Source: an optimization exercise on an open RTL-to-GDS flow (aim: small area and a short achievable clock period). Production flows keep margins and buffers that such runs may drop. Only simulation tests tie the RTL to the original design; equivalence was not proved. Power is estimated from default activity; no workload was simulated.

### config.mk
export PLATFORM = sky130hd
export DESIGN_NAME = SingleCycleProcessor
export DESIGN_NICKNAME = SingleCycleProcessor
export VERILOG_FILES = /design/flow/design.v
export SDC_FILE = /design/flow/constraint.sdc
export NUM_CORES = 4
export LEC_CHECK = 0
export CAP_MARGIN = 20
export CORE_MARGIN = 2
export CORE_UTILIZATION = 50
export SLEW_MARGIN = 20
export SYNTH_HIERARCHICAL = 1
### constraint.sdc
create_clock -name core_clock -period 10.0 [get_ports {clk}]
set_input_delay 2.0000 -clock core_clock [delete_from_list [all_inputs] [get_ports {clk}]]
set_output_delay 2.0000 -clock core_clock [all_outputs]
set_load 0.01 [all_outputs]
### design.v
module  SingleCycleProcessor(DBtheRegVal, PC, DBtheReg, Instr, clk, reset);
	output  [31:0]  DBtheRegVal;
	output  [31:0]  PC;
	input   [3:0]   DBtheReg;
	input   [31:0]  Instr;
	input           clk, reset;
	reg     [31:0]  PC;
	reg     [31:0]  rf [0:14];
	reg     [14:0]  vld;
	reg     [31:0]  mem [0:7];
	reg             N, Z, C, V;
	wire    [3:0]   Rn = Instr[19:16];
	wire    [3:0]   Rd = Instr[15:12];
	wire    [3:0]   Rm = Instr[3:0];
	wire            RegWrite, MemWrite, PCSrc, MemtoReg, Branch, IsStr;
	wire            UseRegB, Sub, IsLogic, FlagNZ, FlagCV;
	wire    [1:0]   LogicOp;
	controlunit u1(.Instr(Instr), .Flags({N, Z, C, V}),
	               .RegWrite(RegWrite), .MemWrite(MemWrite), .PCSrc(PCSrc),
	               .MemtoReg(MemtoReg), .Branch(Branch), .IsStr(IsStr),
	               .UseRegB(UseRegB), .Sub(Sub), .IsLogic(IsLogic), .LogicOp(LogicOp),
	               .FlagNZ(FlagNZ), .FlagCV(FlagCV));
	wire    [28:0]  PCHiInc = PC[31:3] + 29'd1;
	wire    [31:0]  PCPlus8 = {PCHiInc, PC[2:0]};
	wire    [31:0]  PCPlus4 = PC[2] ? {PCHiInc, 1'b0, PC[1:0]} : {PC[31:3], 1'b1, PC[1:0]};
	wire    [3:0]   RB = IsStr ? Rd : Rm;
	wire    [15:0]  selA, selB, selD;
	genvar g;
	generate
		for (g = 0; g < 15; g = g + 1) begin : sel
			assign selA[g] = vld[g] & ~Branch & (Rn == g);
			assign selB[g] = vld[g] & (RB == g);
			assign selD[g] = vld[g] & (DBtheReg == g);
		end
	endgenerate
	assign  selA[15] = Branch | (Rn == 4'd15);
	assign  selB[15] = (RB == 4'd15);
	assign  selD[15] = (DBtheReg == 4'd15);
	wire    [31:0]  SrcA, RD2;
	aor16   rda(.s(selA), .d0(rf[0]), .d1(rf[1]), .d2(rf[2]), .d3(rf[3]), .d4(rf[4]),
	            .d5(rf[5]), .d6(rf[6]), .d7(rf[7]), .d8(rf[8]), .d9(rf[9]), .d10(rf[10]),
	            .d11(rf[11]), .d12(rf[12]), .d13(rf[13]), .d14(rf[14]), .d15(PCPlus8), .y(SrcA));
	aor16   rdb(.s(selB), .d0(rf[0]), .d1(rf[1]), .d2(rf[2]), .d3(rf[3]), .d4(rf[4]),
	            .d5(rf[5]), .d6(rf[6]), .d7(rf[7]), .d8(rf[8]), .d9(rf[9]), .d10(rf[10]),
	            .d11(rf[11]), .d12(rf[12]), .d13(rf[13]), .d14(rf[14]), .d15(PCPlus8), .y(RD2));
	aor16   rdd(.s(selD), .d0(rf[0]), .d1(rf[1]), .d2(rf[2]), .d3(rf[3]), .d4(rf[4]),
	            .d5(rf[5]), .d6(rf[6]), .d7(rf[7]), .d8(rf[8]), .d9(rf[9]), .d10(rf[10]),
	            .d11(rf[11]), .d12(rf[12]), .d13(rf[13]), .d14(rf[14]), .d15(PCPlus8), .y(DBtheRegVal));
	wire    [31:0]  ExtImm, ALUResult;
	wire    [3:0]   ALUFlags;
	extend  u4(.ExtImm(ExtImm), .theData(Instr[23:0]), .ImmSrc(Instr[27:26]));
	alu     u5(.ALUResult(ALUResult), .ALUFlags(ALUFlags), .Sub(Sub),
	           .IsLogic(IsLogic), .LogicOp(LogicOp),
	           .SrcA(SrcA), .SrcB(UseRegB ? RD2 : ExtImm));
	wire    [4:0]   AddrLo = SrcA[4:0] + Instr[4:0];
	wire    [7:0]   selM;
	generate
		for (g = 0; g < 8; g = g + 1) begin : msel
			assign selM[g] = (AddrLo[4:2] == g);
		end
	endgenerate
	wire    [31:0]  ReadData;
	aor8    rdm(.s(selM), .d0(mem[0]), .d1(mem[1]), .d2(mem[2]), .d3(mem[3]),
	            .d4(mem[4]), .d5(mem[5]), .d6(mem[6]), .d7(mem[7]), .y(ReadData));
	wire    [31:0]  Result = MemtoReg ? ReadData : ALUResult;
	always @(posedge clk, posedge reset) begin
		if (reset)
			PC <= 32'b0;
		else
			PC <= PCSrc ? Result : PCPlus4;
	end
	wire    [14:0]  wen;
	generate
		for (g = 0; g < 15; g = g + 1) begin : wr
			assign wen[g] = RegWrite & (Rd == g);
			always @(posedge clk)
				if (wen[g])
					rf[g] <= Result;
		end
		for (g = 0; g < 8; g = g + 1) begin : mw
			always @(posedge clk)
				if (MemWrite & selM[g])
					mem[g] <= RD2;
		end
	endgenerate
	always @(posedge clk, posedge reset) begin
		if (reset)
			vld <= 15'b0;
		else
			vld <= vld | wen;
	end
	always @(posedge clk) begin
		if (FlagNZ) begin
			N <= ALUFlags[3];
			Z <= ALUFlags[2];
		end
		if (FlagCV) begin
			C <= ALUFlags[1];
			V <= ALUFlags[0];
		end
	end
endmodule
module controlunit(Instr, Flags, RegWrite, MemWrite, PCSrc, MemtoReg,
                   Branch, IsStr, UseRegB, Sub, IsLogic, LogicOp, FlagNZ, FlagCV);
	input  [31:0]   Instr;
	input  [3:0]    Flags;
	output          RegWrite, MemWrite, PCSrc, MemtoReg, Branch, IsStr;
	output          UseRegB, Sub, IsLogic, FlagNZ, FlagCV;
	output [1:0]    LogicOp;
	wire            N = Flags[3], Z = Flags[2], C = Flags[1], V = Flags[0];
	reg             CondEx;
	wire   [3:0]    Cond = Instr[31:28];
	wire   [1:0]    Op   = Instr[27:26];
	wire   [3:0]    Cmd  = Instr[24:21];
	wire            S    = Instr[20];
	wire            RdIs15 = &Instr[15:12];
	wire            IsDP  = (Op == 2'b00);
	wire            IsMem = (Op == 2'b01);
	assign          Branch   = (Op == 2'b10);
	assign          MemtoReg = IsMem & S;
	assign          IsStr    = IsMem & ~S;
	assign          UseRegB  = IsDP & ~Instr[25];
	wire            cADD = (Cmd == 4'b0100);
	wire            cSUB = (Cmd == 4'b0010);
	wire            cAND = (Cmd == 4'b0000);
	wire            cORR = (Cmd == 4'b1100);
	wire            cCMP = (Cmd == 4'b1010) & S;
	wire            cEOR = (Cmd == 4'b0001);
	assign          Sub     = IsDP & (cSUB | cCMP);
	assign          IsLogic = IsDP & (cAND | cORR | cEOR);
	assign          LogicOp = {cEOR, cORR};       
	wire            NoWrite = cCMP;
	wire            FW1 = IsDP & ((S & (cADD | cSUB | cAND | cORR | cCMP)) | cEOR);
	wire            FW0 = IsDP & ((S & (cADD | cSUB | cCMP)) | cEOR);
	wire            RegW = IsDP | MemtoReg;
	always @(*) begin
		case (Cond)
			4'b0000:    CondEx = Z;
			4'b0001:    CondEx = !Z;
			4'b0010:    CondEx = C;
			4'b0011:    CondEx = !C;
			4'b0100:    CondEx = N;
			4'b0101:    CondEx = !N;
			4'b0110:    CondEx = V;
			4'b0111:    CondEx = !V;
			4'b1000:    CondEx = (!Z) && C;
			4'b1001:    CondEx = Z || (!C);
			4'b1010:    CondEx = !(N ^ V);
			4'b1011:    CondEx = N ^ V;
			4'b1100:    CondEx = (!Z) && (!(N ^ V));
			4'b1101:    CondEx = Z || (N ^ V);
			default:    CondEx = 1'b1;
		endcase
	end
	assign  FlagNZ   = FW1 & CondEx;
	assign  FlagCV   = FW0 & CondEx;
	assign  PCSrc    = ((RdIs15 & RegW) | Branch) & CondEx;
	assign  RegWrite = RegW & ~(IsDP & NoWrite) & ~RdIs15 & CondEx;
	assign  MemWrite = IsStr & CondEx;
endmodule
module aor16(s, d0, d1, d2, d3, d4, d5, d6, d7, d8, d9, d10, d11, d12, d13, d14, d15, y);
	input   [15:0]  s;
	input   [31:0]  d0, d1, d2, d3, d4, d5, d6, d7, d8, d9, d10, d11, d12, d13, d14, d15;
	output  [31:0]  y;
	assign  y = ((d0  & {32{s[0]}})  | (d1  & {32{s[1]}}))  | ((d2  & {32{s[2]}})  | (d3  & {32{s[3]}}))
	          | ((d4  & {32{s[4]}})  | (d5  & {32{s[5]}}))  | ((d6  & {32{s[6]}})  | (d7  & {32{s[7]}}))
	          | ((d8  & {32{s[8]}})  | (d9  & {32{s[9]}}))  | ((d10 & {32{s[10]}}) | (d11 & {32{s[11]}}))
	          | ((d12 & {32{s[12]}}) | (d13 & {32{s[13]}})) | ((d14 & {32{s[14]}}) | (d15 & {32{s[15]}}));
endmodule
module  extend(ExtImm, theData, ImmSrc);
	output  [31:0]  ExtImm;
	input   [23:0]  theData;
	input   [1:0]   ImmSrc;
	reg     [31:0]  ExtImm;
	always  @(*) begin
		case(ImmSrc)
			2'b00:  ExtImm = {24'b0, theData[7:0]};                      
			2'b01:  ExtImm = {20'b0, theData[11:0]};                     
			2'b10:  ExtImm = { {6{theData[23]}}, theData[23:0], 2'b00};  
			default:  ExtImm = 32'b0;
		endcase
	end
endmodule
module alu(ALUResult, ALUFlags, Sub, IsLogic, LogicOp, SrcA, SrcB);
	output  [31:0]  ALUResult;
	output  [3:0]   ALUFlags;
	input           Sub, IsLogic;
	input   [1:0]   LogicOp;
	input   [31:0]  SrcA, SrcB;
	wire    [31:0]  B = SrcB ^ {32{Sub}};
	wire    [33:0]  s = {1'b0, SrcA, 1'b1} + {1'b0, B, Sub};
	wire    [31:0]  Sum = s[32:1];
	wire            Cout = s[33];
	reg     [31:0]  Logic;
	always @(*) begin
		case (LogicOp)
			2'b00:   Logic = SrcA & SrcB;
			2'b01:   Logic = SrcA | SrcB;
			default: Logic = SrcA ^ SrcB;
		endcase
	end
	assign  ALUResult = IsLogic ? Logic : Sum;
	wire    [31:0]  P = SrcA ^ B;
	wire    [31:0]  K = {SrcA[30:0] | B[30:0], Sub};
	wire            ZSum = ~|(P ^ K);
	wire            ZLogic = ~|Logic;
	wire    N = ALUResult[31];
	wire    Z = IsLogic ? ZLogic : ZSum;
	wire    C = ~IsLogic & Cout;
	wire    V = ~IsLogic & ((SrcA[31] & B[31] & ~Sum[31]) | (~SrcA[31] & ~B[31] & Sum[31]));
	assign  ALUFlags = {N, Z, C, V};
endmodule
module aor8(s, d0, d1, d2, d3, d4, d5, d6, d7, y);
	input   [7:0]   s;
	input   [31:0]  d0, d1, d2, d3, d4, d5, d6, d7;
	output  [31:0]  y;
	assign  y = ((d0 & {32{s[0]}}) | (d1 & {32{s[1]}})) | ((d2 & {32{s[2]}}) | (d3 & {32{s[3]}}))
	          | ((d4 & {32{s[4]}}) | (d5 & {32{s[5]}})) | ((d6 & {32{s[6]}}) | (d7 & {32{s[7]}}));
endmodule
### run.sh
#!/bin/bash
# synth_recipe.tcl (not shown) runs the flow's synth.tcl, then flattens the netlist and writes it again
# the make line also repeats each setting of config.mk as NAME=value (left out here)
make -C /OpenROAD-flow-scripts/flow DESIGN_CONFIG=/design/flow/config.mk WORK_HOME=/design/flow/orfs CLKGATE_MAP_FILE= SYNTH_SCRIPT=/design/flow/synth_recipe.tcl finish
==> flow_summary.yaml, run 1 <==
status:
  status: "no timing/DRC/antenna violations"
floorplanning:
  starting_density_of_the_core: 0.506
  dieHeight_microns: 296
  floorplan.die.width_microns: 296
  design.portCount: 102
  row_count: 106
  core_area_sq_um: 84000
  die-area_sq_um: 87300
final_layout:
  end_of_flow_core_utilization: 0.560
  final_cell_area_sq_um: 47000
  synthToLayoutAreaGrowth_pct: 10.6
  layout.nets: 3553
  layout-drive-gt1-share: 0.118
  finalNonFillerCells: 4586
  fill_cells: 6863
placement:
  placed_cells_incl_taps: 4432
  place_congestion: 1.02
  place.detailed.hpwl_mm: 107
  portBuffers: 101
  post_dp_cell_area_sq_um: 44200
setup_path:
  crit_path_start_kind: "input port"
  worstPathRequired_ns: 10.54
  r2r_setup_slk_ns: 2.45
  crit_path_max_fanout: 23
  path_class: "in -> reg"
  setup.worst_path.end_class: "flop"
  worst_r2r_path_depth: 22
  crit-reg2reg-launch: "PC[3]$_DFFE_PP0P_"
  cp_data_arrival_time_ns: 9.63
  critical_path.reg2reg.endpoint: "PC[30]$_DFFE_PP0P_"
pwr:
  clock_power_share: 0.312
  p_per_area_nw_per_um2: 217
  register_share_of_total_power: 0.414
  power_report.internal_total_mw: 6.74
  worst_case_vdd_ir_drop_uv: 157
  power.net_switching_mw: 3.48
  total_power_mw: 10.2
  leakagePower_nw: 16.0
  combinationalPowerShare: 0.274
  switching_fraction_of_total_power: 0.341
global_route:
  grt_util_overall: 0.383
  grt_start_max_net_pins: 66
  wire_length_of_the_first_global_routing_pass_mm: 236
  gr-total-overflow: 0
  grt_pass1_vias: 32853
  antenna_found_initial: 4
min_path:
  worst_hold_startpoint: "vld[7]$_DFF_PP0_"
  min_to: "vld[7]$_DFF_PP0_"
  hp_class: "reg -> reg"
  hold_path_depth: 1
detailed_routing:
  detailedRoute.firstPassIterationCount: 7
  remaining_drc_errors: 0
  per_cell_routed_wire_length_microns: 37.1
  final_wirelength_mm: 170
  avg_vias_per_cell: 7.49
  ant_nets: 0
  via_count: 34335
  dr.first_iter.drc_count: 5238
yosys:
  synth-seq-area-share: 0.551
  syn-mean-instance-area_sq_um: 12.7
  synthDistinctLibCells: 84
  synthArstFlopShare: 0.0597
  synthesis.instances: 3353
  netlist.top_cell.by_area: "sky130_fd_sc_hd__edfxtp_1"
  yosys.area.top_type_share: 0.523
  synth_enable_flop_cells: 740
  mappedNetlistNets: 3523
  synth-main-ff-cell: "sky130_fd_sc_hd__edfxtp_1"
  cell_types_with_the_highest_counts_after_synthesis: "740 x sky130_fd_sc_hd__edfxtp_1, 388 x sky130_fd_sc_hd__a22o_1, 385 x sky130_fd_sc_hd__a221oi_1, 154 x sky130_fd_sc_hd__nand4_1"
  ys.warnings.count: 14
  syn-cell-area_sq_um: 42500
  synth_most_common_cell: "sky130_fd_sc_hd__edfxtp_1"
  ys_top_cells_by_area: "sky130_fd_sc_hd__edfxtp_1 52%, sky130_fd_sc_hd__a22o_1 8.0%, sky130_fd_sc_hd__a221oi_1 7.9%"
  synth.ff_latch_count: 787
sta:
  max_slew.worst_pin.slew_ns: 1.32
  min_period_ns: 9.09
  drv_slew: 0
  max-slew-margin-rel: 0.117
  fmax_ghz: 0.110
  rsz0062_at_grt: "no"
  setup_viol: 0
  finalHoldViolations: 0
  timing.clock.skew_ns: 0.0580
  final_min_period_over_clock_period: 0.909
  tns_setup_ns: 0
clock_network:
  clk_pin_slew_worst_paths_ns: 0.06
  cts.repair_timing.setup_buffer_count: 0
  cts.htree.levels: 3
  longest_clk_path_bufs: 3
  root_buffer: "sky130_fd_sc_hd__clkbuf_16"
  clock_sink_count: 787
  post_cts.resized_instances: 0
  clk-insertion-delay-late_ns: 0.67
  tritoncts.num_buffers: 83
  tritoncts: "done"
  cts_hold_buffers: 0
job:
  drv.max_cap_violation_count: 0
[per-module statistics from Yosys (local to each module, per instance)]
module                cell area [sq um]  cells  times used
SingleCycleProcessor              26600   1273           1
alu                                5410    790           1
aor16                              2820    336           3
aor8                               1320    184           1
controlunit                         423     61           1
extend                              272     37           1
[area by class of cell]
class,count,area [sq um],area share
tap,1134,1420,0.0302
timing repair buffer,207,1830,0.0390
clock buffer,107,2250,0.0479
sequential,787,23400,0.498
multi-input combinational,2171,17100,0.363
inverter,133,499,0.0106
antenna,2,5.00,0.000107
clock inverter,45,527,0.0112
[power groups by stage]
| stage | combinational (mW) | sequential (mW) | clock, mW |
|---|---|---|---|
| finish | 2.80 | 4.23 | 3.19 |
| global route | 2.93 | 4.24 | 3.33 |
| CTS | 2.71 | 4.22 | 3.20 |
| detailed placement | 2.70 | 4.29 | 0 |
| global placement | 2.66 | 4.28 | 0 |
| floorplan | 1.56 | 4.22 | 0 |
[state kept, by name, indices dropped and copies added, names as in the netlist]
name and flops:
Z 1, PC 32, rf 480, vld 15
V 1, N 1, mem 256, C 1
[critical path: stages]
cell and delay (ns):
sky130_fd_sc_hd__clkdlybuf4s50_1 0.42, sky130_fd_sc_hd__buf_4 0.18, sky130_fd_sc_hd__nor3b_1 0.19, sky130_fd_sc_hd__buf_4 0.21, sky130_fd_sc_hd__inv_1 0.12, sky130_fd_sc_hd__nand2_1 0.10
sky130_fd_sc_hd__o21ai_0 0.17, sky130_fd_sc_hd__and3_2 0.63, sky130_fd_sc_hd__buf_4 0.38, sky130_fd_sc_hd__a22o_1 0.23, sky130_fd_sc_hd__a221oi_1 0.22, sky130_fd_sc_hd__nand4_1 0.54
sky130_fd_sc_hd__mux2_2 0.54, sky130_fd_sc_hd__xor2_1 0.21, sky130_fd_sc_hd__inv_1 0.07, sky130_fd_sc_hd__ha_1 0.45, sky130_fd_sc_hd__nand2_1 0.11, sky130_fd_sc_hd__o21ai_0 0.53
sky130_fd_sc_hd__a21oi_1 0.14, sky130_fd_sc_hd__a2111oi_0 0.83, sky130_fd_sc_hd__nor3_1 0.16, sky130_fd_sc_hd__xnor2_1 0.19, sky130_fd_sc_hd__o21ai_0 0.09, sky130_fd_sc_hd__mux2_2 0.43
sky130_fd_sc_hd__or2_2 0.33, sky130_fd_sc_hd__o31a_1 0.11
[how the worst max path moves through the flow]
stage,cells past startpoint,slack [ns],startpoint,endpoint
final,26,0.91,Instr[27],PC[30]$_DFFE_PP0P_
after global routing,25,0.45,Instr[26],PC[30]$_DFFE_PP0P_
after CTS,25,1.20,Instr[27],PC[30]$_DFFE_PP0P_
after detailed placement,25,0.58,Instr[27],PC[30]$_DFFE_PP0P_
after global placement,21,0.62,Instr[13],PC[30]$_DFFE_PP0P_
after floorplan,24,2.81,Instr[20],PC[26]$_DFFE_PP0P_
[cell usage in the layout (no fill, tap or decap), types with 13 or more instances in the layout]
| cell type | instances |
|---|---|
| sky130_fd_sc_hd__a22o_1 | 388 |
| sky130_fd_sc_hd__clkinv_1 | 16 |
| sky130_fd_sc_hd__dfrtp_1 | 47 |
| sky130_fd_sc_hd__a211oi_1 | 17 |
| sky130_fd_sc_hd__xor2_1 | 69 |
| sky130_fd_sc_hd__mux2i_1 | 22 |
| sky130_fd_sc_hd__or2_2 | 21 |
| sky130_fd_sc_hd__ha_1 | 132 |
| sky130_fd_sc_hd__inv_1 | 131 |
| sky130_fd_sc_hd__clkbuf_1 | 18 |
| sky130_fd_sc_hd__nor2_1 | 89 |
| sky130_fd_sc_hd__nor4_1 | 14 |
| sky130_fd_sc_hd__nand3_1 | 37 |
| sky130_fd_sc_hd__and3_2 | 25 |
| sky130_fd_sc_hd__clkdlybuf4s50_1 | 101 |
| sky130_fd_sc_hd__a221oi_1 | 385 |
| sky130_fd_sc_hd__nor2_4 | 26 |
| sky130_fd_sc_hd__a21oi_1 | 71 |
| sky130_fd_sc_hd__buf_4 | 104 |
| sky130_fd_sc_hd__clkbuf_16 | 85 |
| sky130_fd_sc_hd__a31oi_1 | 14 |
| sky130_fd_sc_hd__o31ai_1 | 13 |
| sky130_fd_sc_hd__nor2b_1 | 15 |
| sky130_fd_sc_hd__mux2_2 | 64 |
| sky130_fd_sc_hd__and3_1 | 25 |
| sky130_fd_sc_hd__edfxtp_1 | 740 |
| sky130_fd_sc_hd__nand4_1 | 154 |
| sky130_fd_sc_hd__o21ai_0 | 77 |
| sky130_fd_sc_hd__and2_1 | 22 |
| sky130_fd_sc_hd__nor3_1 | 35 |
| sky130_fd_sc_hd__xnor2_1 | 66 |
| sky130_fd_sc_hd__nand2_1 | 103 |
| sky130_fd_sc_hd__a22oi_1 | 130 |
[through the flow]
| stage | setup WS [ns] | hold WS [ns] |
|---|---|---|
| 6_report | 0.912 | 0.556 |
| 5_1_grt | 0.450 | 0.563 |
| 3_5_place_dp | 0.575 | 0.523 |
| 3_3_place_gp | 0.619 | 0.528 |
| 4_1_cts | 1.20 | 0.538 |
| 2_1_floorplan | 2.81 | 0.460 |
[layer usage]
layer  track usage  vias to the layer above  routed length [microns]
met5             0                        -                       26
met2         0.582                     2834                    73500
met3         0.118                      692                    23500
met1         0.498                    16921                    63100
li1              -                    13884                        -
met4         0.189                        4                    10100
[logic make-up (layout without fill, tap and decap cells)]
kind of cell,after synthesis,after routing,share of synthesized area
flops,787,787,0.551
compound gates,1167,1167,0.222
fa+ha+maj,132,132,0.0389
other cells,0,2,0
mux,86,86,0.0221
simple gates,651,651,0.0834
xor+xnor,135,135,0.0278
buf+inv,395,492,0.0548
==> inputs of run 2 (changes only) <==
--- a/config.mk
+++ b/config.mk
@@ -8,5 +8,7 @@
 export CAP_MARGIN = 20
 export CORE_MARGIN = 2
 export CORE_UTILIZATION = 50
+export SETUP_SLACK_MARGIN = 5
 export SLEW_MARGIN = 20
 export SYNTH_HIERARCHICAL = 1
+export TNS_END_PERCENT = 0
==> flow_summary.yaml, run 2 <==
setup_path:
  crit_path_start_kind: "input port"
  cp_data_arrival_time_ns: 5.06
  crit-reg2reg-launch: "PC[3]$_DFFE_PP0P_"
  path_class: "in -> out"
  worst_path_most_repeated_cell: "sky130_fd_sc_hd__clkdlybuf4s50_1"
  crit_path_max_incr_delay_ns: 0.69
  critical_path.cell_chain: "clkdlybuf4s50_1 > nor2_1 > and3_1 > buf_4 > a22o_1 > a221oi_1 > nand4_1 > clkdlybuf4s50_1"
  critical-path-slowest-cell: "sky130_fd_sc_hd__clkdlybuf4s50_1"
  crit_path_max_fanout: 32
  worstPathRequired_ns: 8.00
  setup.worst_path.end_class: "primary output"
  worst-path-buf-inv: 3
  critical_path_start: "DBtheReg[3]"
  critPathTopFamily: "buffers and inverters"
final_layout:
  layout-drive-gt1-share: 0.216
  layout_common_cells: "740 x sky130_fd_sc_hd__edfxtp_1, 388 x sky130_fd_sc_hd__a22o_1, 340 x sky130_fd_sc_hd__a221oi_1"
  layout.nets: 3764
  largest_reg_flops: 480
  largest_registers: "rf: 480 flops, mem: 256 flops, PC: 32 flops"
  fill_cells: 6648
  finalNonFillerCells: 4802
  synthToLayoutAreaGrowth_pct: 18.4
  largest_register: "rf"
  final_common_cell: "sky130_fd_sc_hd__edfxtp_1"
yosys:
  synth.ff_latch_count: 787
  synth_enable_flop_cells: 740
  synth-seq-area-share: 0.551
  synth-main-ff-cell: "sky130_fd_sc_hd__edfxtp_1"
  synthesis.instances: 3353
  syn-cell-area_sq_um: 42500
  ys_top_cells_by_area: "sky130_fd_sc_hd__edfxtp_1 52%, sky130_fd_sc_hd__a22o_1 8.0%, sky130_fd_sc_hd__a221oi_1 7.9%"
  synthDistinctLibCells: 84
  ys.warnings.count: 14
  mappedNetlistNets: 3523
  synthArstFlopShare: 0.0597
  yosys.area.top_type_share: 0.523
  netlist.top_cell.by_area: "sky130_fd_sc_hd__edfxtp_1"
  cell_types_with_the_highest_counts_after_synthesis: "740 x sky130_fd_sc_hd__edfxtp_1, 388 x sky130_fd_sc_hd__a22o_1, 385 x sky130_fd_sc_hd__a221oi_1, 154 x sky130_fd_sc_hd__nand4_1"
  syn-mean-instance-area_sq_um: 12.7
  synth_most_common_cell: "sky130_fd_sc_hd__edfxtp_1"
sta:
  finalWorstSetupSlack_ns: 2.94
  finalHoldViolations: 0
  fmax_ghz: 0.142
  drv_slew: 0
  tns_setup_ns: 0
  max-slew-margin-rel: 0.238
  setup_viol: 0
  max_slew.worst_pin.slew_ns: 1.14
  final_min_period_over_clock_period: 0.706
  timing.clock.skew_ns: 0.0434
  min_period_ns: 7.06
  rsz0062_at_grt: "yes"
global_route:
  antenna_found_initial: 5
  gr-total-overflow: 0
  grt_pass1_vias: 34339
  wire_length_of_the_first_global_routing_pass_mm: 248
  grt_util_overall: 0.403
  grt_start_max_net_pins: 66
clock_network:
  longest_clk_path_bufs: 3
  clk_pin_slew_worst_paths_ns: 0.06
  clk-insertion-delay-late_ns: 0.67
  root_buffer: "sky130_fd_sc_hd__clkbuf_16"
  cts.htree.levels: 3
  tritoncts: "done"
  tritoncts.num_buffers: 85
  clock_sink_count: 787
  cts_hold_buffers: 0
placement:
  pre_cts_ws_ns: 0.379
  placed_cells_incl_taps: 4443
  place_congestion: 1.01
  place.detailed.hpwl_mm: 107
  portBuffers: 101
detailed_routing:
  ant_nets: 0
  wl_met1_mm: 65.0
  remaining_drc_errors: 0
  final_wirelength_mm: 180
  highest_layer: "met5"
  per_cell_routed_wire_length_microns: 37.5
  dr.first_iter.drc_count: 5928
  via_count: 35877
  detailedRoute.firstPassIterationCount: 8
  dr_wl_met2_mm: 75.9
  wl_met3_mm: 26.8
  avg_vias_per_cell: 7.47
pwr:
  p_per_area_nw_per_um2: 210
  worst_case_vdd_ir_drop_uv: 195
  leakagePower_nw: 17.5
  total_power_mw: 10.6
floorplanning:
  floorplan.die.width_microns: 296
  design.portCount: 102
  row_count: 106
  starting_density_of_the_core: 0.506
  die-area_sq_um: 87300
  core_area_sq_um: 84000
  dieHeight_microns: 296
job:
  drv.max_cap_violation_count: 0
min_path:
  worst_hold_startpoint: "vld[2]$_DFF_PP0_"
  hp_class: "reg -> reg"
status:
  status: "no timing/DRC/antenna violations"
## run 2: cell types whose count changed in the layout (fill, tap and decap cells not counted), moves of 10 or more
cell	delta
sky130_fd_sc_hd__clkdlybuf4s50_1	-15
sky130_fd_sc_hd__and3_4	+46
sky130_fd_sc_hd__xor2_1	-10
sky130_fd_sc_hd__ha_4	+22
sky130_fd_sc_hd__buf_12	+20
sky130_fd_sc_hd__a221oi_1	-45
sky130_fd_sc_hd__mux2_2	-23
sky130_fd_sc_hd__mux2_4	+25
sky130_fd_sc_hd__a221oi_2	+44
sky130_fd_sc_hd__buf_4	+152
sky130_fd_sc_hd__buf_6	+18
sky130_fd_sc_hd__and3_2	-18
sky130_fd_sc_hd__and3_1	-16
sky130_fd_sc_hd__ha_1	-27
## run 2: timing repair
action                                  4_1_cts  5_1_grt
pin swaps                                    88       19
endpoints found under the setup margin     1443     1096
buffers inserted                            159       22
gates cloned                                 15        2
gates resized for setup                     273       32
## run 2: power by group
group          internal [mW]  total [mW]  switching, mW
clock                   1.79        3.19           1.40
combinational           1.11        3.13           2.02
sequential              4.04        4.24          0.200
## run 2: final cells by class
cell class | count | area, sq um | area share
diodes | 4 | 10.0 | 0.000199
clock buffers | 103 | 2210 | 0.0440
clock inverters | 54 | 589 | 0.0117
inverters | 133 | 504 | 0.0100
multi-input cells | 2187 | 18500 | 0.368
flip-flops and latches | 787 | 23400 | 0.465
well taps | 1134 | 1420 | 0.0282
repair buffers | 400 | 3660 | 0.0728
## run 2: path summary, 6_finish.rpt
path / to / slack (ns) / cells past startpoint
max: DBtheRegVal[0] / 2.94 / 8
min: vld[2]$_DFF_PP0_ / 0.57 / 1
max reg2reg: PC[30]$_DFFE_PP0P_ / 3.56 / 22
min reg2reg: vld[2]$_DFF_PP0_ / 0.57 / 1
max in group asynchronous: vld[8]$_DFF_PP0_ / 7.58 / 3
min in group asynchronous: PC[28]$_DFFE_PP0P_ / 1.88 / 3
## run 2: cells by family after synthesis
logic type      Yosys count  synth area share
compound gates         1167             0.222
flops                   787             0.551
simple gates            651            0.0834
buf+inv                 395            0.0548
xor+xnor                135            0.0278
fa+ha+maj               132            0.0389
mux                      86            0.0221
## run 2: metrics by stage
step                hold slack (ns)   util  instance area, sq um
floorplan                     0.460      -                 42800
global placement              0.516  0.531                 44600
detailed placement            0.509  0.532                 44600
CTS                           0.552  0.595                 50000
global route                  0.565  0.599                 50300
finish                        0.565  0.599                 50300
## run 2: modules after synthesis (local to each module, per instance)
module                area, sq um  times used  cells
aor16                        2820           3    336
SingleCycleProcessor        26600           1   1273
alu                          5410           1    790
extend                        272           1     37
controlunit                   423           1     61
aor8                         1320           1    184
## run 2: per-layer routing
layer | up-vias | GRT usage
met5 | - | 0
li1 | 14370 | -
met2 | 2988 | 0.592
met1 | 17689 | 0.512
met3 | 822 | 0.149
met4 | 8 | 0.230

-- port drivers added, routing unchanged --
The results above use ideal ports. As a check the final layouts listed here were re-extracted and re-timed, cells and wires unchanged. Step 1 sets driving cells, clkbuf_16 on the clock port and buf_2 on the other inputs (assumed; they add their load-dependent delay and slew). Step 2, shift: input delay + t, output delay - t, t = (earliest + latest rising clock arrival at the registers) / 2. This alone moves slack from input paths to output paths. Three values: ideal, step 1, step 2; two values: the first two.
run	shift t [ns]	setup WS [ns]	clock arrival spread, ns	worst slew at a driven data input, ns	pins driven straight from the clock port
run 1	0.707	0.912 / 0.947 / 0.240	0.058 / 0.058	0.05	1
run 2	0.715	2.938 / 2.908 / 2.274	0.044 / 0.044	0.06	1
After both steps setup and hold are still met in every run listed. The setup slack of run 1, which loses most, moves by +0.035 ns with the drivers and by -0.672 ns with both steps.
